From an optimization exercise on the open Yosys and OpenROAD flow, aimed at small area; shortcuts taken in it are not production practice. At most, simulation tests tie the RTL to the original design; equivalence was not proved. No activity file was given, so power comes from the tool's default toggle rates.

## v14
==> flow/design.v <==
module money(reset,CLK, M0, M1, M2, M3, M4, M5, ti , wi, ci, B1, B2, B3, C1, C2, C3, C4, rr, out, To, Wo, Co, Bo, C, so, RRo);
input reset;
input CLK;
input M0;
input M1;
input M2;
input M3;
input M4;
input M5;
input ti;
input wi;
input ci;
input B1;
input B2;
input B3;
input C1;
input C2;
input C3;
input C4;
input rr;
output reg [7:0]out;
output To;
output Wo;
output Co;
output [2:0]Bo;
output [3:0]C;
output [9:0]so;
output reg [2:0]RRo;
reg [9:0] d;
reg [9:0] z;
reg s;
reg [1:0] n;
assign {C, Bo, Co, Wo, To} = d;
assign so = z & {10{s}};
wire card = M4 | M5;
wire coin = ~card & (M0 | M1 | M2 | M3);
wire ge5  = out >= 8'd5;
wire ge7  = out >= 8'd7;
wire ge10 = out >= 8'd10;
wire ge20 = out >= 8'd20;
wire ge25 = out >= 8'd25;
wire ge30 = out >= 8'd30;
wire ge50 = out >= 8'd50;
wire [9:0] req = {C4, C3, C2, C1, B3, B2, B1, ci, wi, ti};
wire [9:0] afford = card ? 10'h3ff : {ge50, ge25, ge10, ge30, ge25, ge20, ge10, ge7, ge20, ge5};
wire [9:0] elig = req & afford & {10{~(n[1] & n[0])}};
reg [9:0] first;
reg seen;
integer i;
always @* begin
	seen = 1'b0;
	for (i = 0; i < 10; i = i + 1) begin
		first[i] = elig[i] & ~seen;
		seen = seen | elig[i];
	end
end
wire scan = ~rr & ~coin;
wire hit_zero = |(first & z);
wire sell = scan & seen & ~hit_zero;
reg [7:0] price;
always @* begin
	price = 8'd0;
	if (first[0]) price = price | 8'd5;
	if (first[1]) price = price | 8'd20;
	if (first[2]) price = price | 8'd7;
	if (first[3]) price = price | 8'd10;
	if (first[4]) price = price | 8'd20;
	if (first[5]) price = price | 8'd25;
	if (first[6]) price = price | 8'd30;
	if (first[7]) price = price | 8'd10;
	if (first[8]) price = price | 8'd25;
	if (first[9]) price = price | 8'd50;
end
reg [7:0] k;
reg [2:0] rro_n;
always @* begin
	k = 8'd0;
	rro_n = RRo;
	if (rr) begin
		if (ge20)          begin k = -8'd20; rro_n = 3'd2; end
		else if (ge10)     begin k = -8'd10; rro_n = 3'd1; end
		else if (ge5)      begin k = -8'd5;  rro_n = 3'd4; end
		else if (out >= 2) begin k = -8'd2;  rro_n = 3'd3; end
		else if (out == 1) begin k = -8'd1;  rro_n = 3'd5; end
		else               begin k = 8'd0;   rro_n = 3'd0; end
	end else if (coin) begin
		if (M0)      k = 8'd10;
		else if (M1) k = 8'd1;
		else if (M2) k = 8'd2;
		else         k = 8'd5;
	end else if (sell & ~card) begin
		k = -price;
	end
end
always @(posedge CLK) begin
	if (reset) begin
		out <= 8'd0;
		RRo <= 3'd0;
		d <= 10'd0;
		z <= 10'd0;
		s <= 1'b0;
		n <= 2'd0;
	end else begin
		out <= out + k;
		RRo <= rro_n;
		if (sell) begin
			d <= d | first;
			z <= z | (first & d);
			n <= n + 2'd1;
		end
		if (scan & hit_zero) s <= 1'b1;
	end
end
endmodule
Settings: LEC_CHECK=0, ABC_AREA=1, CAP_MARGIN=20, CORE_MARGIN=2, CORE_UTILIZATION=70, GPL_TIMING_DRIVEN=0, SLEW_MARGIN=20; clock period 5.0 ns.
run.sh (not shown) runs the stock make flow with config.mk's settings and CLKGATE_MAP_FILE= SYNTH_SCRIPT=/design/flow/synth_recipe.tcl, a recipe that flattens the netlist after the stock synthesis.
v14 did not finish: a tool error stopped it during global routing (5_1_grt).
Here is what was changed in the inputs of v4 compared with v14.
Settings: CORE_UTILIZATION now 40, was 70; ABC_AREA no longer set, was 1.
==> flow/flow/run.sh (new file) <==
#!/bin/bash
# Own layout flow: the standard ORFS flow (standard.sh) with
#  - an area-oriented ABC mapping script for the combinational logic
#    (flip-flops are mapped by Yosys as in the standard synthesis, so their
#    names and cell types are unchanged),
#  - port buffers of the smallest buffer cell.
set -euo pipefail
W=$PWD
rm -rf "$W/myscripts"
cp -r "$FLOW_HOME/scripts" "$W/myscripts"
python3 - "$W/myscripts/synth_preamble.tcl" <<'PY'
import sys
p = sys.argv[1]
s = open(p).read()
key = "# Create argument list for stat"
assert key in s
s = s.replace(key, "if { [info exists ::env(MY_ABC_SCRIPT)] } {\n  set abc_script $::env(MY_ABC_SCRIPT)\n}\n" + key, 1)
open(p, "w").write(s)
PY
export SCRIPTS_DIR="$W/myscripts"
export MY_ABC_SCRIPT="$W/flow/abc.script"
if [[ -f "$W/flow/buffer_ports_args" ]]; then
  export BUFFER_PORTS_ARGS="$(cat "$W/flow/buffer_ports_args")"
fi
bash "$W/standard.sh" finish > "$W/flow_make.log" 2>&1
==> flow/flow/abc.script (new file) <==
strash
dch
map -a
==> flow/flow/buffer_ports_args (new file) <==
-buffer_cell sky130_fd_sc_hd__buf_1
==> flow/standard.sh (new file) <==
#!/bin/bash
# synth_recipe.tcl (not shown) runs the flow's synth.tcl, then flattens the netlist and writes it again
# the make line also repeats each setting of config.mk as NAME=value (left out here)
make -C /OpenROAD-flow-scripts/flow DESIGN_CONFIG=/design/flow/config.mk WORK_HOME=/design/flow/orfs CLKGATE_MAP_FILE= SYNTH_SCRIPT=/design/flow/synth_recipe.tcl "${@:-finish}"
removed: flow/run.sh
### Flow results
STATUS run=v4 STAGES=ALL_DONE FINAL_CHECKS=FAILED CAUSE=negative setup slack
Changes observed in v4 relative to v14: final estimated routing congestion in global placement down 0.14, post-DP HPWL lost about 28%.
Part of the Yosys area used for sequential elements, v4 and v14, lower one = v14.

========
// money: RTL as listed in full above, without the edits since
Settings: LEC_CHECK=0, CAP_MARGIN=20, CORE_MARGIN=2, CORE_UTILIZATION=40, GPL_TIMING_DRIVEN=0, SLEW_MARGIN=20; clock period 5.0 ns.
standard.sh (not shown) runs the stock make flow with config.mk's settings and CLKGATE_MAP_FILE= SYNTH_SCRIPT=/design/flow/synth_recipe.tcl, a recipe that flattens the netlist after the stock synthesis.
==> flow/flow/run.sh <==
#!/bin/bash
# Own layout flow: the standard ORFS flow (standard.sh) with
#  - an area-oriented ABC mapping script for the combinational logic
#    (flip-flops are mapped by Yosys as in the standard synthesis, so their
#    names and cell types are unchanged),
#  - port buffers of the smallest buffer cell.
set -euo pipefail
W=$PWD
rm -rf "$W/myscripts"
cp -r "$FLOW_HOME/scripts" "$W/myscripts"
python3 - "$W/myscripts/synth_preamble.tcl" <<'PY'
import sys
p = sys.argv[1]
s = open(p).read()
key = "# Create argument list for stat"
assert key in s
s = s.replace(key, "if { [info exists ::env(MY_ABC_SCRIPT)] } {\n  set abc_script $::env(MY_ABC_SCRIPT)\n}\n" + key, 1)
open(p, "w").write(s)
PY
export SCRIPTS_DIR="$W/myscripts"
export MY_ABC_SCRIPT="$W/flow/abc.script"
if [[ -f "$W/flow/buffer_ports_args" ]]; then
  export BUFFER_PORTS_ARGS="$(cat "$W/flow/buffer_ports_args")"
fi
bash "$W/standard.sh" finish > "$W/flow_make.log" 2>&1
==> flow/flow/abc.script <==
strash
dch
map -a
The first run ran to the end with violations: setup timing.
Rerun with:
==> flow/flow/buffer_ports_args (new file) <==
-buffer_cell sky130_fd_sc_hd__buf_1
Settings changed: GPL_TIMING_DRIVEN 0 to unset.
Result: This time the run ran to the end with no violations; global-route usage goes down by 1.5 points; synthesized cell count does not change; clock power rose by 48%; wire length shrinks by 0.54%; via count increases by 0.82%; worst setup slack is better by 0.20 ns; cell area decreases by about 5%.

========
Starts from the design.v that is shown in full above.
Settings: LEC_CHECK=0, CAP_MARGIN=20, CORE_MARGIN=2, CORE_UTILIZATION=40, SLEW_MARGIN=20; clock period 5.0 ns.
run.sh (not shown) runs the stock make flow with config.mk's settings and CLKGATE_MAP_FILE= SYNTH_SCRIPT=/design/flow/synth_recipe.tcl, a recipe that flattens the netlist after the stock synthesis.
Stock flow here: none of the scripts above is used.
==> next run, changes <==
ABC_AREA = 1   (was default)
GPL_TIMING_DRIVEN = 0   (was default)
Wire length falls by 12%.
Clock skew hardly moves.
Clock-buffer cell count does not change.
Worst hold slack is better by 0.0072 ns.
Fmax rises by 4.4%.
Clock power rises by about 18%.
Die area hardly moves.
Sequential power falls by about 5%.
Global-route usage falls by 2.6 points.
Setup slack is better by 0.20 ns.

========
Another version of the RTL of money (not shown whole).
For scale: roughly 290 cells after synthesis, roughly 50 I/O pins, ~0.0019 sq mm of cells after synthesis.
export LEC_CHECK = 0
export CAP_MARGIN = 20
export CORE_MARGIN = 2
export CORE_UTILIZATION = 40
export GPL_TIMING_DRIVEN = 0
export SLEW_MARGIN = 20
create_clock -name core_clock -period 5.0 [get_ports {CLK}]
standard.sh (not shown) runs the stock make flow with config.mk's settings and CLKGATE_MAP_FILE= SYNTH_SCRIPT=/design/flow/synth_recipe.tcl, a recipe that flattens the netlist after the stock synthesis.
==> flow/flow/run.sh <==
#!/bin/bash
# Own layout flow: the standard ORFS flow (standard.sh) with
#  - the combinational logic mapped by whichever ABC script in flow/abc/
#    gives the smallest cell area while its netlist still meets the clock
#    before layout (flip-flops are mapped by Yosys exactly as in the standard
#    synthesis, so their names and cell types are unchanged),
#  - extra settings from flow/env.sh (port buffer cell, clock tree options,
#    area recovery).
# ORFS logs each tool under orfs/logs/; make's output of each synthesis try
# goes to try_<script>.log and of the final run to flow_make.log; the
# choice is logged in choose.log.
set -euo pipefail
W=$PWD
rm -rf "$W/myscripts"
cp -r "$FLOW_HOME/scripts" "$W/myscripts"
python3 - "$W/myscripts/synth_preamble.tcl" <<'PY'
import sys
p = sys.argv[1]
s = open(p).read()
key = "# Create argument list for stat"
assert key in s
s = s.replace(key, "if { [info exists ::env(MY_ABC_SCRIPT)] } {\n  set abc_script $::env(MY_ABC_SCRIPT)\n}\n" + key, 1)
open(p, "w").write(s)
PY
export SCRIPTS_DIR="$W/myscripts"
if [[ -f "$W/flow/env.sh" ]]; then
  source "$W/flow/env.sh"
fi
RES="$W/orfs/results/$FLOW_PLATFORM/money/base"
REP="$W/orfs/reports/$FLOW_PLATFORM/money/base"
PLAT="$FLOW_HOME/platforms/$FLOW_PLATFORM"
LIB="$PLAT/lib/sky130_fd_sc_hd__tt_025C_1v80.lib"
: > "$W/choose.log"
for s in "$W"/flow/abc/*.script; do
  name=$(basename "$s" .script)
  rm -rf "$W/orfs"
  if ! MY_ABC_SCRIPT="$s" bash "$W/standard.sh" synth > "$W/try_$name.log" 2>&1; then
    echo "$name failed" >> "$W/choose.log"
    continue
  fi
  area=$(grep "Chip area" "$REP/synth_stat.txt" | awk '{print $NF}')
  cat > "$W/sta_$name.tcl" <<EOT
read_lef $PLAT/lef/sky130_fd_sc_hd.tlef
read_lef $PLAT/lef/sky130_fd_sc_hd_merged.lef
read_liberty $LIB
read_verilog $RES/1_2_yosys.v
link_design $FLOW_TOP
read_sdc $FLOW_SDC
set_driving_cell -lib_cell sky130_fd_sc_hd__buf_1 [delete_from_list [all_inputs] [get_ports CLK]]
report_worst_slack -max -digits 3
EOT
  slack=$(openroad -no_init -exit "$W/sta_$name.tcl" 2>&1 | tee "$W/sta_$name.log" | awk '/^worst slack max/ {print $4}')
  echo "$name $area $slack" >> "$W/choose.log"
done
best=$(python3 - "$W/choose.log" <<'PY'
import sys
rows = []
for line in open(sys.argv[1]):
    f = line.split()
    if len(f) == 3 and f[1] != "failed":
        try:
            rows.append((f[0], float(f[1]), float(f[2])))
        except ValueError:
            pass
ok = [r for r in rows if r[2] >= 0.0]
if ok:
    print(min(ok, key=lambda r: (r[1], r[0]))[0])
else:
    print(max(rows, key=lambda r: r[2])[0])
PY
)
echo "chosen $best" >> "$W/choose.log"
rm -rf "$W/orfs"
export MY_ABC_SCRIPT="$W/flow/abc/$best.script"
bash "$W/standard.sh" finish > "$W/flow_make.log" 2>&1
==> flow/flow/abc/s3.script <==
strash
balance
rewrite
refactor
balance
rewrite
rewrite -z
balance
refactor -z
rewrite -z
balance
dch
map -a
==> flow/flow/env.sh <==
export BUFFER_PORTS_ARGS="-buffer_cell sky130_fd_sc_hd__buf_1"
export CTS_ARGS="-sink_clustering_enable -repair_clock_nets -dont_use_dummy_load -buf_list sky130_fd_sc_hd__clkbuf_4 -root_buf sky130_fd_sc_hd__clkbuf_4 -sink_clustering_size 20 -sink_clustering_max_diameter 100"
export RECOVER_POWER=100
Change:
==> flow/flow/abc/u1.script (new file) <==
strash
balance
rewrite
refactor
balance
rewrite
rewrite -z
balance
refactor -z
rewrite -z
balance
dch -f
amap
--- a/flow/flow/env.sh
+++ b/flow/flow/env.sh
@@ -3 +3,3 @@
 export RECOVER_POWER=100
+export SKIP_CTS_REPAIR_TIMING=1
+export SKIP_INCREMENTAL_REPAIR=1
removed: flow/flow/abc/s3.script
The changed run produced a layout that fails on setup timing.
Global-route usage falls by 0.24 points.
Count of clock-buffer cells in the layout stays the same.
Final area went down by 4.0%.
Die area went down by 1.2%.
Setup slack got worse by 1200 ps.
Change:
==> flow/flow/abc/s3.script (new file) <==
strash
balance
rewrite
refactor
balance
rewrite
rewrite -z
balance
refactor -z
rewrite -z
balance
dch
map -a
--- a/flow/flow/env.sh
+++ b/flow/flow/env.sh
@@ -3,3 +3 @@
 export RECOVER_POWER=100
-export SKIP_CTS_REPAIR_TIMING=1
-export SKIP_INCREMENTAL_REPAIR=1
Settings changed: SETUP_SLACK_MARGIN from default to -0.3.
removed: flow/flow/abc/u1.script
This time the run produced a clean layout.
Hold slack stays flat.
Synthesized area increases slightly.
Via count increases slightly.
Register-to-register slack improves by 1000 ps.
No run of this note included a check of the RTL's function; only the layout flow was run.

========
Setup of maple:
money again, from the RTL that the note above started with.
clock: 5.0 ns
lec_check: 0
cap_margin: 20
core_margin: 2
core_utilization: 40
gpl_timing_driven: 0
slew_margin: 20
==> flow/flow/abc/s3.script <==
strash
balance
rewrite
refactor
balance
rewrite
rewrite -z
balance
refactor -z
rewrite -z
balance
dch
map -a
==> flow/flow/env.sh <==
export BUFFER_PORTS_ARGS="-buffer_cell sky130_fd_sc_hd__buf_1"
export CTS_ARGS="-sink_clustering_enable -repair_clock_nets -dont_use_dummy_load -buf_list sky130_fd_sc_hd__clkbuf_4 -root_buf sky130_fd_sc_hd__clkbuf_4 -sink_clustering_size 20 -sink_clustering_max_diameter 100"
export RECOVER_POWER=100
export SKIP_CTS_REPAIR_TIMING=1
export SKIP_INCREMENTAL_REPAIR=1
Scripts as last shown in full above: flow/flow/run.sh
maple finished all stages; however, its layout fails the closing checks, the failures being negative setup slack.
Edits applied to the flow inputs when going from maple to nickel:
==> flow/flow/abc/u1.script (new file) <==
strash
balance
rewrite
refactor
balance
rewrite
rewrite -z
balance
refactor -z
rewrite -z
balance
dch -f
amap
==> flow/flow/env.sh <==
export BUFFER_PORTS_ARGS="-buffer_cell sky130_fd_sc_hd__buf_1"
export CTS_ARGS="-sink_clustering_enable -repair_clock_nets -dont_use_dummy_load -buf_list sky130_fd_sc_hd__clkbuf_4 -root_buf sky130_fd_sc_hd__clkbuf_4 -sink_clustering_size 20 -sink_clustering_max_diameter 100"
export RECOVER_POWER=100
removed: flow/flow/abc/s3.script
==> comparison <==
- nickel: PASS, flow complete, no timing, DRC or antenna violations
- The last element of the critical path comes out out[7] in one run and out[6] in the other, namely in nickel and maple respectively.
- Comparing minimum clock period for nickel and maple, the bigger number came from maple.
- Looking only at final worst-path cycle share, and setting everything else aside, the higher value of nickel and maple goes to maple.
- Taking maple as the reference, in nickel total non-filler cell area in the finished layout picked up an extra about 5%, first-iteration DRC count picked up an extra 53, multi-input combinational cell count lost 13.
- nickel — portion of the post-synthesis area used by sequential elements 0.48 points higher, maple as reference
- For buffer depth of the longest clock path, maple and nickel come out practically identical.
- Between maple and nickel, combinational share of power increased.
- Higher setup slack goes to nickel over maple.
- Comparing nickel and maple, the higher aggregate routed wire length is on nickel.
Input changes introduced in pepper (baseline for comparison: nickel):
Settings: a change of CORE_UTILIZATION from 40 to 60.
==> flow/flow/abc/s3.script (new file) <==
strash
balance
rewrite
refactor
balance
rewrite
rewrite -z
balance
refactor -z
rewrite -z
balance
dch
map -a
removed: flow/flow/abc/u1.script
==> comparison <==
Comparing pepper and nickel, the higher logic depth of the worst setup path including buffers is on pepper.
Core utilization: pepper > nickel
Compared with nickel, in pepper shortest clock period the worst path allows after layout saw a decrease, worst clock skew went down, number of nets in the finished design higher.
Changes observed in pepper relative to nickel: fraction of power consumed by sequential logic picked up an extra 2.9 points; final weighted congestion in routability-driven placement -2.8%.
Per the final summary, pepper finished and its layout is clean on timing, DRC and antenna.
Going from nickel to pepper, global-route usage went up 8.7 points, maximum achievable frequency went up about 8%, normalized max-slew margin went up 0.49 points, effective utilization at floorplan went up 20 points.
### pepper -> onyx
Settings: CORE_UTILIZATION: 60 -> 40.
--- a/flow/flow/env.sh
+++ b/flow/flow/env.sh
@@ -2,2 +2,3 @@
 export CTS_ARGS="-sink_clustering_enable -repair_clock_nets -dont_use_dummy_load -buf_list sky130_fd_sc_hd__clkbuf_4 -root_buf sky130_fd_sc_hd__clkbuf_4 -sink_clustering_size 20 -sink_clustering_max_diameter 100"
 export RECOVER_POWER=100
+export SKIP_CTS_REPAIR_TIMING=1
Results
- In summary, onyx completed successfully, with a layout that passed the timing, DRC and antenna checks.
- Looking at capture point of the worst path, the out[6] result is from pepper; the out[7] one comes from onyx.
- The total met3 wirelength after detailed routing in onyx sits 28% below the value recorded for pepper.
- Number of hold violations in the final report came out exactly the same in pepper and onyx.
- Taking pepper as the reference, in onyx total design power grew by about 0.9%; cell count grew by 11.
> inputs changed (onyx -> yarrow)
==> flow/flow/env.sh <==
export BUFFER_PORTS_ARGS="-buffer_cell sky130_fd_sc_hd__buf_1"
export CTS_ARGS="-dont_use_dummy_load -buf_list sky130_fd_sc_hd__clkbuf_16 -root_buf sky130_fd_sc_hd__clkbuf_16 -distance_between_buffers 500"
export RECOVER_POWER=100
Notes after the runs:
- Total of plain and repair buffers excluding clock buffers, onyx and yarrow: higher on onyx
- Comparing fraction of power consumed by combinational cells for onyx and yarrow, the bigger number came from onyx.
- Cmp onyx and yarrow / wire length on met2 / higher: yarrow
- Against onyx as the reference, yarrow delivers a higher area fraction of clock buffers and clock inverters.
- Comparing yarrow with onyx, the cell count came out essentially unchanged.
- Summary of the comparison: worst path setup slack after routing is lower in yarrow, relative to onyx.
- In yarrow, the sequential share of layout area came out 1.1 points below the value in onyx.
- Power of yarrow exceeds that of onyx by more than 10%.
- On sequential fraction of design power: between onyx and yarrow, it ends up higher for onyx.
- The final reports for yarrow and onyx show final instance area higher in the former.
Function was not checked in any run of this note: the RTL went through the layout flow alone.

[re-timing with driven ports]
The flow's constraints put no driver on any port. The routed layouts listed below were extracted and timed again, unchanged, in two steps. Step 1 assumes that a clkbuf_16 drives the clock port and a buf_2 every other input. Step 2 moves the port delays by t, midway between the first and last clock arrival at a register: inputs arrive t later, outputs are due t later. That takes back most of the time a late clock gives input paths. a / b / c = no drivers / after step 1 / after step 2; a / b = the first two.
| run | shift t [ns] | setup slack, ns | worst slew at a driven data input, ns |
|---|---|---|---|
| v4 | 0.321 | -0.131 / -0.135 / -0.456 | 0.04 |
| the first run of note 2 | 0.318 | -0.107 / -0.116 / -0.434 | 0.05 |
| the second run of note 2 | 0.318 | 0.095 / 0.105 / -0.212 | 0.03 |
| the first run of note 3 | 0.321 | 0.217 / 0.222 / -0.099 | 0.04 |
| the second run of note 3 | 0.319 | 0.419 / 0.427 / 0.108 | 0.04 |
| the first run of note 4 | 0.355 | 0.523 / 0.525 / 0.169 | 0.03 |
| the second run of note 4 | 0.353 | -0.638 / -0.638 / -0.954 | 0.03 |
| the third run of note 4 | 0.358 | 0.300 / 0.301 / -0.058 | 0.03 |
| maple | 0.359 | -0.123 / -0.123 / -0.401 | 0.03 |
| nickel | 0.356 | 0.258 / 0.264 / -0.092 | 0.03 |
| pepper | 0.357 | 0.601 / 0.601 / 0.305 | 0.04 |
| onyx | 0.355 | 0.523 / 0.525 / 0.169 | 0.03 |
| yarrow | 0.304 | 0.457 / 0.466 / 0.162 | 0.03 |
With both steps, setup timing fails in the second run of note 2, the first run of note 3, the third run of note 4 and nickel, where it was met with ideal ports. For the third run of note 4, which loses most, drivers alone change the setup slack by +0.001 ns; drivers and shift together by -0.358 ns.
